From an optimization exercise on the open Yosys and OpenROAD flow, aimed at small area, a short achievable clock period and few clock cycles per item; shortcuts taken in it are not production practice.
The RTL was checked by simulation tests, not by an equivalence proof against the original design.
No driver is modelled on the clock port, so clocking that relies on it looks cheaper here than on a real chip.
Power is estimated from default activity; no workload was simulated.

==> 05-07: inputs <==
Design TopMod2, start of the top module:
module TopMod2 (
    input clk,
    input reset,
    input [3:0] file_in_bits,
    input data_ready,
    output wire in_ready,
    output wire [61:0] decoded_data,
    output wire decoded_valid
);
==> module serial_to_pair, before the edit <==
module serial_to_pair (
    input  [11:0] t_in,
    input  [3:0]  sa,        
    input  [3:0]  sb,        
    output [11:0] t_out,
    output [15:0] oh,        
    output [3:0]  en         
);
    function [3:0] addbm;
        input [3:0] c; input [1:0] s; input u; input [3:0] y;
        reg [1:0] e;
        begin
            e = {u ^ s[0] ^ s[1], u ^ s[1]};
            addbm = ({4{y[e]}} & c) |                                   
                    ({4{y[~e]}} & {c[1:0], 2'b00}) |                    
                    ({4{y[e ^ 2'b01] | y[e ^ 2'b10]}} & {c[2:0], 1'b0});  
        end
    endfunction
    function lt;
        input [3:0] a, b;
        begin
            lt = |(a & ~b);
        end
    endfunction
    reg [3:0] T0 [0:3];
    reg [3:0] T1 [0:3];
    reg [3:0] T2 [0:3];
    reg [3:0] ca, cb;
    reg D1 [0:3];
    reg D2 [0:3];
    reg z0, l01, l23, l02, l03, l12, l13;
    reg [11:0] to;
    reg [15:0] o;
    reg [3:0] e;
    integer ns, k;
    function [1:0] eo;
        input [1:0] s; input u;
        begin
            eo = {u ^ s[0] ^ s[1], u ^ s[1]};
        end
    endfunction
    reg [3:0] w0;
    integer s0, u1, u2;
    always @(*) begin
        for (s0 = 0; s0 < 4; s0 = s0 + 1) begin
            w0[s0] = 1'b0;
            for (u1 = 0; u1 < 2; u1 = u1 + 1)
                for (u2 = 0; u2 < 2; u2 = u2 + 1)
                    w0[s0] = w0[s0] | (sa[eo(s0, u1)] & sb[eo({s0[0], u1[0]}, u2)]);
        end
    end
    always @(*) begin
        for (ns = 0; ns < 4; ns = ns + 1)
            T0[ns] = {1'b1, t_in[3*ns +: 3]};
        for (ns = 0; ns < 4; ns = ns + 1) begin
            ca = addbm(T0[ns >> 1], ns >> 1, ns & 1, sa);
            cb = addbm(T0[2 + (ns >> 1)], 2 + (ns >> 1), ns & 1, sa);
            T1[ns] = {1'b1, ca[2:0] | cb[2:0]};
            D1[ns] = !lt(ca, cb);
        end
        for (ns = 0; ns < 4; ns = ns + 1) begin
            ca = addbm(T1[ns >> 1], ns >> 1, ns & 1, sb);
            cb = addbm(T1[2 + (ns >> 1)], 2 + (ns >> 1), ns & 1, sb);
            T2[ns] = {1'b1, ca[2:0] | cb[2:0]};    
            D2[ns] = !lt(ca, cb);
        end
        for (ns = 0; ns < 4; ns = ns + 1) begin
            o[4*ns + 0] = !D2[ns] & !D1[{1'b0, ns[1]}];
            o[4*ns + 1] =  D2[ns] & !D1[{1'b1, ns[1]}];
            o[4*ns + 2] = !D2[ns] &  D1[{1'b0, ns[1]}];
            o[4*ns + 3] =  D2[ns] &  D1[{1'b1, ns[1]}];
        end
        z0 = 1'b0;
        for (ns = 0; ns < 4; ns = ns + 1)
            z0 = z0 | (t_in[3*ns] & w0[ns]);
        for (ns = 0; ns < 4; ns = ns + 1)
            for (k = 0; k < 3; k = k + 1)
                to[3*ns + k] = z0 ? T2[ns][k] : T2[ns][k+1];
        l01 = lt(T2[0], T2[1]); l23 = lt(T2[2], T2[3]);
        l02 = lt(T2[0], T2[2]); l03 = lt(T2[0], T2[3]);
        l12 = lt(T2[1], T2[2]); l13 = lt(T2[1], T2[3]);
        e[0] = l01 & (l23 ? l02 : l03);
        e[1] = !l01 & (l23 ? l12 : l13);
        e[2] = l23 & !(l01 ? l02 : l12);
        e[3] = !l23 & !(l01 ? l03 : l13);
    end
    assign t_out = to;
    assign oh = o;
    assign en = e;
endmodule
==> flow/config.mk <==
export PLATFORM = sky130hd
export DESIGN_NAME = TopMod2
export DESIGN_NICKNAME = TopMod2
export VERILOG_FILES = /design/flow/design.v
export SDC_FILE = /design/flow/constraint.sdc
export NUM_CORES = 4
export LEC_CHECK = 0
export CAP_MARGIN = 20
export CELL_PAD_IN_SITES_DETAIL_PLACEMENT = 1
export CELL_PAD_IN_SITES_GLOBAL_PLACEMENT = 1
export CORE_MARGIN = 2
export CORE_UTILIZATION = 40
export CTS_BUF_LIST = sky130_fd_sc_hd__clkbuf_16
export CTS_CLUSTER_DIAMETER = 100
export CTS_CLUSTER_SIZE = 20
export SLEW_MARGIN = 20
export SYNTH_MEMORY_MAX_BITS = 65536
==> flow/constraint.sdc <==
create_clock -name core_clock -period 10.0 [get_ports {clk}]
set_input_delay 2.0000 -clock core_clock [delete_from_list [all_inputs] [get_ports {clk}]]
set_output_delay 2.0000 -clock core_clock [all_outputs]
set_load 0.01 [all_outputs]
standard.sh (not shown) runs the stock make flow with config.mk's settings and CLKGATE_MAP_FILE= SYNTH_SCRIPT=/design/flow/synth_recipe.tcl, a recipe that flattens the netlist after the stock synthesis.
==> flow/flow/run.sh <==
#!/bin/bash
# Layout: the standard flow (standard.sh) with two changes on the output
# side. The port buffers are plain buf_1 cells instead of the delay cells the
# resizer picks by itself, and after clock tree synthesis eco_outputs.tcl
# gives each output port's buffer and the flip-flop that drives it a larger
# drive strength. ORFS writes each step's full log under orfs/logs/.
set -euo pipefail
here=$(pwd)
bash standard.sh \
  BUFFER_PORTS_ARGS="-buffer_cell sky130_fd_sc_hd__buf_1" \
  POST_CTS_TCL="$here/flow/eco_outputs.tcl" \
  finish > standard_flow.log 2>&1
==> flow/flow/eco_outputs.tcl <==
# After clock tree synthesis: give the output paths stronger cells. Each
# output port's buffer becomes a buf_2 and the flip-flop behind it a
# dfxtp_2 (same cells, larger drive), then the placement is legalised.
set block [ord::get_db_block]
set nbuf 0
set nff 0
foreach bterm [$block getBTerms] {
  if {[$bterm getIoType] ne "OUTPUT"} { continue }
  set net [$bterm getNet]
  if {$net eq "NULL"} { continue }
  foreach it [$net getITerms] {
    if {![$it isOutputSignal]} { continue }
    set buf [$it getInst]
    if {[[$buf getMaster] getName] ne "sky130_fd_sc_hd__buf_1"} { continue }
    replace_cell [$buf getName] sky130_fd_sc_hd__buf_2
    incr nbuf
    foreach bi [$buf getITerms] {
      if {![$bi isInputSignal]} { continue }
      set inet [$bi getNet]
      if {$inet eq "NULL"} { continue }
      foreach di [$inet getITerms] {
        if {![$di isOutputSignal]} { continue }
        set ff [$di getInst]
        if {[[$ff getMaster] getName] eq "sky130_fd_sc_hd__dfxtp_1"} {
          replace_cell [$ff getName] sky130_fd_sc_hd__dfxtp_2
          incr nff
        }
      }
    }
  }
}
puts "eco_outputs: $nbuf port buffers and $nff flip-flops resized"
detailed_placement
check_placement -verbose
==> 02-21 (differences from 05-07) <==
--- a/flow/design.v
+++ b/flow/design.v
@@ -129,5 +129,5 @@
             ca = addbm(T1[ns >> 1], ns >> 1, ns & 1, sb);
             cb = addbm(T1[2 + (ns >> 1)], 2 + (ns >> 1), ns & 1, sb);
-            T2[ns] = {1'b1, ca[2:0] | cb[2:0]};    
+            T2[ns] = ca | cb;
             D2[ns] = !lt(ca, cb);
         end
==> results.txt <==
02-21 went through all stages and came out clean. 05-07 completed with no timing, DRC or antenna violations.
Between 02-21 and 05-07, the lower global-route usage is in 05-07 (gap 0.73 points).
In 02-21 the synthesized cell count is higher than in 05-07, by about 1.6%.
In critical path depth, 02-21 and 05-07 do not differ.
Combinational power: 05-07 is larger than 02-21 (about 1%).
Between 05-07 and 02-21, the lower hold slack is in 02-21 (gap 0.0018 ns).
Of 05-07 and 02-21, 05-07 has the higher fmax (gap about 0.34%, measured against 02-21).
In 02-21 the clock skew is higher than in 05-07, by 0.014 ns.
Between 02-21 and 05-07, the lower clock-buffer cell count is in 02-21 (gap 1).
Testbench counts of 05-07, summed over its fixed seeds: cycles 5,208, frames 160.
Testbench counts of 02-21, summed over its fixed seeds: cycles 5,208, frames 160.

========
==> try-umber: inputs <==
==> flow/design.v <==
module deinterleaver (
    input            clk,
    input            reset,
    input      [3:0] in_bits,
    input            data_ready,
    output           in_ready,
    output reg       rd_act,      
    output reg [2:0] rd_cyc,      
    output reg [1:0] rd_grp,      
    output     [3:0] rd_sym       
);
    reg [3:0] skid;               
    reg [4:0] wptr;               
    reg       wo, ro;             
    reg [1:0] cm [0:15];          
    assign in_ready = 1'b1;
    wire xfer  = data_ready && !reset;
    wire wpair = xfer && wptr[0];     
    wire wlast = wpair && (wptr[2:1] == 2'd3);
    wire rd_done = rd_act && (rd_cyc == 3'd7);
    reg [3:0] rd_sym_r;
    assign rd_sym = rd_sym_r;
    always @(*) begin
        case ({ro, rd_cyc})
            4'b0000: rd_sym_r = {cm[12], cm[8]};
            4'b0001: rd_sym_r = {cm[4], cm[0]};
            4'b0010: rd_sym_r = {cm[13], cm[9]};
            4'b0011: rd_sym_r = {cm[5], cm[1]};
            4'b0100: rd_sym_r = {cm[14], cm[10]};
            4'b0101: rd_sym_r = {cm[6], cm[2]};
            4'b0110: rd_sym_r = {cm[15], cm[11]};
            4'b0111: rd_sym_r = {cm[7], cm[3]};
            4'b1000: rd_sym_r = {cm[3], cm[2]};
            4'b1001: rd_sym_r = {cm[1], cm[0]};
            4'b1010: rd_sym_r = {cm[7], cm[6]};
            4'b1011: rd_sym_r = {cm[5], cm[4]};
            4'b1100: rd_sym_r = {cm[11], cm[10]};
            4'b1101: rd_sym_r = {cm[9], cm[8]};
            4'b1110: rd_sym_r = {cm[15], cm[14]};
            4'b1111: rd_sym_r = {cm[13], cm[12]};
        endcase
    end
    integer r, q;
    always @(posedge clk) begin
        if (xfer && !wptr[0]) skid <= in_bits;
        for (r = 0; r < 4; r = r + 1)
            for (q = 0; q < 4; q = q + 1)
                if (wpair && (wptr[2:1] == (wo ? q : r)))
                    cm[4*r + q] <= wo ? {in_bits[r], skid[r]} : {in_bits[q], skid[q]};
        if (reset) begin
            wptr   <= 5'd0;
            wo     <= 1'b0;
            ro     <= 1'b0;
            rd_act <= 1'b0;
            rd_cyc <= 3'd0;
            rd_grp <= 2'd0;
        end else begin
            if (xfer) wptr <= wptr + 5'd1;
            if (wlast) wo <= !wo;
            if (rd_done) ro <= !ro;
            if (rd_act) rd_cyc <= rd_cyc + 3'd1;
            if (rd_done) rd_grp <= rd_grp + 2'd1;
            if (wlast) rd_act <= 1'b1;
            else if (rd_done) rd_act <= 1'b0;
        end
    end
endmodule
module serial_to_pair (
    input  [11:0] t_in,
    input  [3:0]  sa,        
    input  [3:0]  sb,        
    input  [3:0]  w0,        
    output [11:0] t_out,
    output [15:0] oh,        
    output [3:0]  en         
);
    function [3:0] addbm;
        input [3:0] c; input [1:0] s; input u; input [3:0] y;
        reg [1:0] e;
        begin
            e = {u ^ s[0] ^ s[1], u ^ s[1]};
            addbm = ({4{y[e]}} & c) |                                   
                    ({4{y[~e]}} & {c[1:0], 2'b00}) |                    
                    ({4{y[e ^ 2'b01] | y[e ^ 2'b10]}} & {c[2:0], 1'b0});  
        end
    endfunction
    function lt;
        input [3:0] a, b;
        begin
            lt = |(a & ~b);
        end
    endfunction
    reg [3:0] T0 [0:3];
    reg [3:0] T1 [0:3];
    reg [3:0] T2 [0:3];
    reg [3:0] ca, cb;
    reg D1 [0:3];
    reg D2 [0:3];
    reg z0, l01, l23, l02, l03, l12, l13;
    reg [11:0] to;
    reg [15:0] o;
    reg [3:0] e;
    integer ns, k;
    always @(*) begin
        for (ns = 0; ns < 4; ns = ns + 1)
            T0[ns] = {1'b1, t_in[3*ns +: 3]};
        for (ns = 0; ns < 4; ns = ns + 1) begin
            ca = addbm(T0[ns >> 1], ns >> 1, ns & 1, sa);
            cb = addbm(T0[2 + (ns >> 1)], 2 + (ns >> 1), ns & 1, sa);
            T1[ns] = {1'b1, ca[2:0] | cb[2:0]};
            D1[ns] = !lt(ca, cb);
        end
        for (ns = 0; ns < 4; ns = ns + 1) begin
            ca = addbm(T1[ns >> 1], ns >> 1, ns & 1, sb);
            cb = addbm(T1[2 + (ns >> 1)], 2 + (ns >> 1), ns & 1, sb);
            T2[ns] = ca | cb;
            D2[ns] = !lt(ca, cb);
        end
        for (ns = 0; ns < 4; ns = ns + 1) begin
            o[4*ns + 0] = !D2[ns] & !D1[{1'b0, ns[1]}];
            o[4*ns + 1] =  D2[ns] & !D1[{1'b1, ns[1]}];
            o[4*ns + 2] = !D2[ns] &  D1[{1'b0, ns[1]}];
            o[4*ns + 3] =  D2[ns] &  D1[{1'b1, ns[1]}];
        end
        z0 = 1'b0;
        for (ns = 0; ns < 4; ns = ns + 1)
            z0 = z0 | (t_in[3*ns] & w0[ns]);
        for (ns = 0; ns < 4; ns = ns + 1)
            for (k = 0; k < 3; k = k + 1)
                to[3*ns + k] = z0 ? T2[ns][k] : T2[ns][k+1];
        l01 = lt(T2[0], T2[1]); l23 = lt(T2[2], T2[3]);
        l02 = lt(T2[0], T2[2]); l03 = lt(T2[0], T2[3]);
        l12 = lt(T2[1], T2[2]); l13 = lt(T2[1], T2[3]);
        e[0] = l01 & (l23 ? l02 : l03);
        e[1] = !l01 & (l23 ? l12 : l13);
        e[2] = l23 & !(l01 ? l02 : l12);
        e[3] = !l23 & !(l01 ? l03 : l13);
    end
    assign t_out = to;
    assign oh = o;
    assign en = e;
endmodule
module vitebri (
    input             clk,
    input             reset,
    input             rd_act,
    input      [2:0]  rd_cyc,
    input      [1:0]  rd_grp,
    input      [3:0]  rd_sym,
    output     [61:0] data_out,
    output reg        valid_output
);
    reg [3:0] sa, sb, w0;
    reg       first_a;
    reg       act_a, last_a;
    reg [11:0] M;
    reg [15:0] oh;           
    reg [3:0]  en;
    reg        act_p, last_p;
    reg [61:0] P0, P1, P2, P3;
    wire [11:0] m_nx;
    wire [15:0] oh_nx;
    wire [3:0]  en_nx;
    serial_to_pair acs (
        .t_in(M), .sa(sa), .sb(sb), .w0(w0),
        .t_out(m_nx), .oh(oh_nx), .en(en_nx)
    );
    function [1:0] eo;
        input [1:0] s; input u;
        begin
            eo = {u ^ s[0] ^ s[1], u ^ s[1]};
        end
    endfunction
    reg [3:0] w0_nx;
    integer s, u1, u2;
    always @(*) begin
        for (s = 0; s < 4; s = s + 1) begin
            w0_nx[s] = 1'b0;
            for (u1 = 0; u1 < 2; u1 = u1 + 1)
                for (u2 = 0; u2 < 2; u2 = u2 + 1)
                    w0_nx[s] = w0_nx[s] | ((rd_sym[3:2] == eo(s, u1)) &&
                                           (rd_sym[1:0] == eo({s[0], u1[0]}, u2)));
        end
    end
    function [11:0] start;
        input [3:0] r;
        begin
            case (r)
            4'd0: start = 12'b000000100111;   
            4'd1: start = 12'b110000111111;   
            4'd2: start = 12'b000110111111;   
            4'd3: start = 12'b000000111100;   
            4'd4: start = 12'b110110100111;   
            4'd5: start = 12'b111100110110;   
            4'd6: start = 12'b100111110110;   
            4'd7: start = 12'b110110111100;   
            4'd8: start = 12'b110110100111;   
            4'd9: start = 12'b111100110110;   
            4'd10: start = 12'b100111110110;   
            4'd11: start = 12'b110110111100;   
            4'd12: start = 12'b111111000110;   
            4'd13: start = 12'b111100000000;   
            4'd14: start = 12'b100111000000;   
            4'd15: start = 12'b111111110000;   
            endcase
        end
    endfunction
    wire first = (rd_cyc == 3'd0) && (rd_grp == 2'd0);
    function [61:0] nxt;
        input [3:0] o;
        input [61:0] q, a0, a1, a2, a3;
        input h;
        begin
            nxt = ({62{h}} & q) |
                  ({62{o[0]}} & {a0[59:0], 2'd0}) | ({62{o[1]}} & {a1[59:0], 2'd1}) |
                  ({62{o[2]}} & {a2[59:0], 2'd2}) | ({62{o[3]}} & {a3[59:0], 2'd3});
        end
    endfunction
    wire hold = !act_p;
    wire [3:0] oh0 = last_p ? (({4{en[0]}} & oh[3:0]) | ({4{en[1]}} & oh[7:4]) |
                               ({4{en[2]}} & oh[11:8]) | ({4{en[3]}} & oh[15:12]))
                            : oh[3:0];
    always @(posedge clk) begin
        sa <= 4'b0001 << rd_sym[3:2];
        sb <= 4'b0001 << rd_sym[1:0];
        w0 <= w0_nx;
        first_a <= first;
        last_a <= (rd_cyc == 3'd7) && (rd_grp == 2'd3);
        if (act_a) M <= first_a ? start({sa[3] | sa[2], sa[3] | sa[1], sb[3] | sb[2], sb[3] | sb[1]})
                                : m_nx;
        oh <= act_a ? oh_nx : 16'd0;
        en <= en_nx;
        last_p <= last_a;
        P0 <= nxt(oh0,       P0, P0, P1, P2, P3, hold);
        P1 <= nxt(oh[7:4],   P1, P0, P1, P2, P3, hold);
        P2 <= nxt(oh[11:8],  P2, P0, P1, P2, P3, hold);
        P3 <= nxt(oh[15:12], P3, P0, P1, P2, P3, hold);
        if (reset) begin
            act_a <= 1'b0;
            act_p <= 1'b0;
            valid_output <= 1'b0;
        end else begin
            act_a <= rd_act;
            act_p <= act_a;
            valid_output <= act_p && last_p;
        end
    end
    genvar t;
    generate
        for (t = 0; t < 62; t = t + 1) begin : g_out
            assign data_out[t] = P0[61 - t];
        end
    endgenerate
endmodule
module TopMod2 (
    input clk,
    input reset,
    input [3:0] file_in_bits,
    input data_ready,
    output wire in_ready,
    output wire [61:0] decoded_data,
    output wire decoded_valid
);
    wire       rd_act;
    wire [2:0] rd_cyc;
    wire [1:0] rd_grp;
    wire [3:0] rd_sym;
    deinterleaver deinterleaver_inst (
        .clk(clk),
        .reset(reset),
        .in_bits(file_in_bits),
        .data_ready(data_ready),
        .in_ready(in_ready),
        .rd_act(rd_act),
        .rd_cyc(rd_cyc),
        .rd_grp(rd_grp),
        .rd_sym(rd_sym)
    );
    vitebri vitebri_inst (
        .clk(clk),
        .reset(reset),
        .rd_act(rd_act),
        .rd_cyc(rd_cyc),
        .rd_grp(rd_grp),
        .rd_sym(rd_sym),
        .data_out(decoded_data),
        .valid_output(decoded_valid)
    );
endmodule
==> flow/run.sh <==
#!/bin/bash
# synth_recipe.tcl (not shown) runs the flow's synth.tcl, then flattens the netlist and writes it again
# the make line also repeats each setting of config.mk as NAME=value (left out here)
make -C /OpenROAD-flow-scripts/flow DESIGN_CONFIG=/design/flow/config.mk WORK_HOME=/design/flow/orfs CLKGATE_MAP_FILE= SYNTH_SCRIPT=/design/flow/synth_recipe.tcl finish
==> flow/config.mk <==
export PLATFORM = sky130hd
export DESIGN_NAME = TopMod2
export DESIGN_NICKNAME = TopMod2
export VERILOG_FILES = /design/flow/design.v
export SDC_FILE = /design/flow/constraint.sdc
export NUM_CORES = 4
export LEC_CHECK = 0
export CAP_MARGIN = 20
export CELL_PAD_IN_SITES_DETAIL_PLACEMENT = 1
export CELL_PAD_IN_SITES_GLOBAL_PLACEMENT = 1
export CORE_MARGIN = 2
export CORE_UTILIZATION = 40
export CTS_BUF_LIST = sky130_fd_sc_hd__clkbuf_16
export CTS_CLUSTER_DIAMETER = 100
export CTS_CLUSTER_SIZE = 20
export SLEW_MARGIN = 20
export SYNTH_MEMORY_MAX_BITS = 65536
==> flow/constraint.sdc <==
create_clock -name core_clock -period 10.0 [get_ports {clk}]
set_input_delay 2.0000 -clock core_clock [delete_from_list [all_inputs] [get_ports {clk}]]
set_output_delay 2.0000 -clock core_clock [all_outputs]
set_load 0.01 [all_outputs]
==> try-lagoon (differences from try-umber) <==
==> flow/flow/run.sh (new file) <==
#!/bin/bash
# Layout: the standard flow (standard.sh), with the port buffers made of
# plain buffer cells instead of the delay cells the resizer picks by itself.
set -euo pipefail
bash standard.sh BUFFER_PORTS_ARGS="-buffer_cell sky130_fd_sc_hd__buf_1" finish > standard_flow.log 2>&1
==> flow/standard.sh (new file) <==
#!/bin/bash
# synth_recipe.tcl (not shown) runs the flow's synth.tcl, then flattens the netlist and writes it again
# the make line also repeats each setting of config.mk as NAME=value (left out here)
make -C /OpenROAD-flow-scripts/flow DESIGN_CONFIG=/design/flow/config.mk WORK_HOME=/design/flow/orfs CLKGATE_MAP_FILE= SYNTH_SCRIPT=/design/flow/synth_recipe.tcl "${@:-finish}"
removed: flow/run.sh
==> comparison table <==
item	try-lagoon	try-umber
# nets final	1702	1701
Capturing instance or port of the critical path	decoded_data[53]	decoded_data[49]
Setup slack at placement	6.51 ns	6.13 ns
Setup WS post-layout	6.73 ns	6.34 ns
Clock network latency to the later pin of the worst-skew pair	0.56 ns	0.55 ns
Total net switching power	0.525 mW	0.500 mW
Startpoint of the worst setup timing path	vitebri_inst.P0[8]	vitebri_inst.P0[12]
Final instance area	17300 um^2	17700 um^2
Area growth from synthesis to final layout	6.07%	8.53%
Met3 usage	0.0291	0.0290
First-pass iteration count of the detailed router	13	11
Number of filler instances in the final layout	4496	4479
Final-layout clock-cell area share	0.0327	0.0306
Leakage Power	5.54 nW	5.75 nW
Power of the combinational group	0.0289 mW	0.0327 mW
Vias per cell	6.99	7.02
Power in the clock group	0.877 mW	0.846 mW
Worst relative slew slack	0.237	0.265
Status	finished clean	finished clean
Global-route track usage on met2	0.472	0.459
Multi-input combinational area share	0.476	0.466
Testbench counts of try-umber, summed over its fixed seeds: cycles 5,208, frames 160.
Testbench counts of try-lagoon, summed over its fixed seeds: cycles 5,208, frames 160.

what the ideal ports hide:
No port has a modelled driver above. Below, the same layouts with a new extraction and two added sets of constraints.
Step 1 (the two cells are an assumption about what drives the block):
set clk [get_ports {clk}]
set_driving_cell -lib_cell sky130_fd_sc_hd__clkbuf_16 $clk
set_driving_cell -lib_cell sky130_fd_sc_hd__buf_2 [delete_from_list [all_inputs] $clk]
Step 2 times the ports against the registers' clock, not the clock port: input delays grow and output delays shrink by t, the midpoint of the rising clock arrivals with the driver on.
Slacks: no drivers / after step 1 / after step 2; pairs: no drivers / after step 1.
run	t, ns	setup slack, ns	worst data-port slew with drivers (ns)	pins driven straight from the clock port
05-07	0.573	6.885 / 6.830 / 6.582	0.03	1
02-21	0.584	6.874 / 6.819 / 6.624	0.03	1
try-umber	0.596	6.343 / 6.287 / 6.158	0.03	1
try-lagoon	0.603	6.732 / 6.676 / 6.548	0.03	1
After both steps every run listed still meets setup and hold. For 05-07, which loses most, drivers alone change the setup slack by -0.055 ns; drivers and shift together by -0.303 ns.
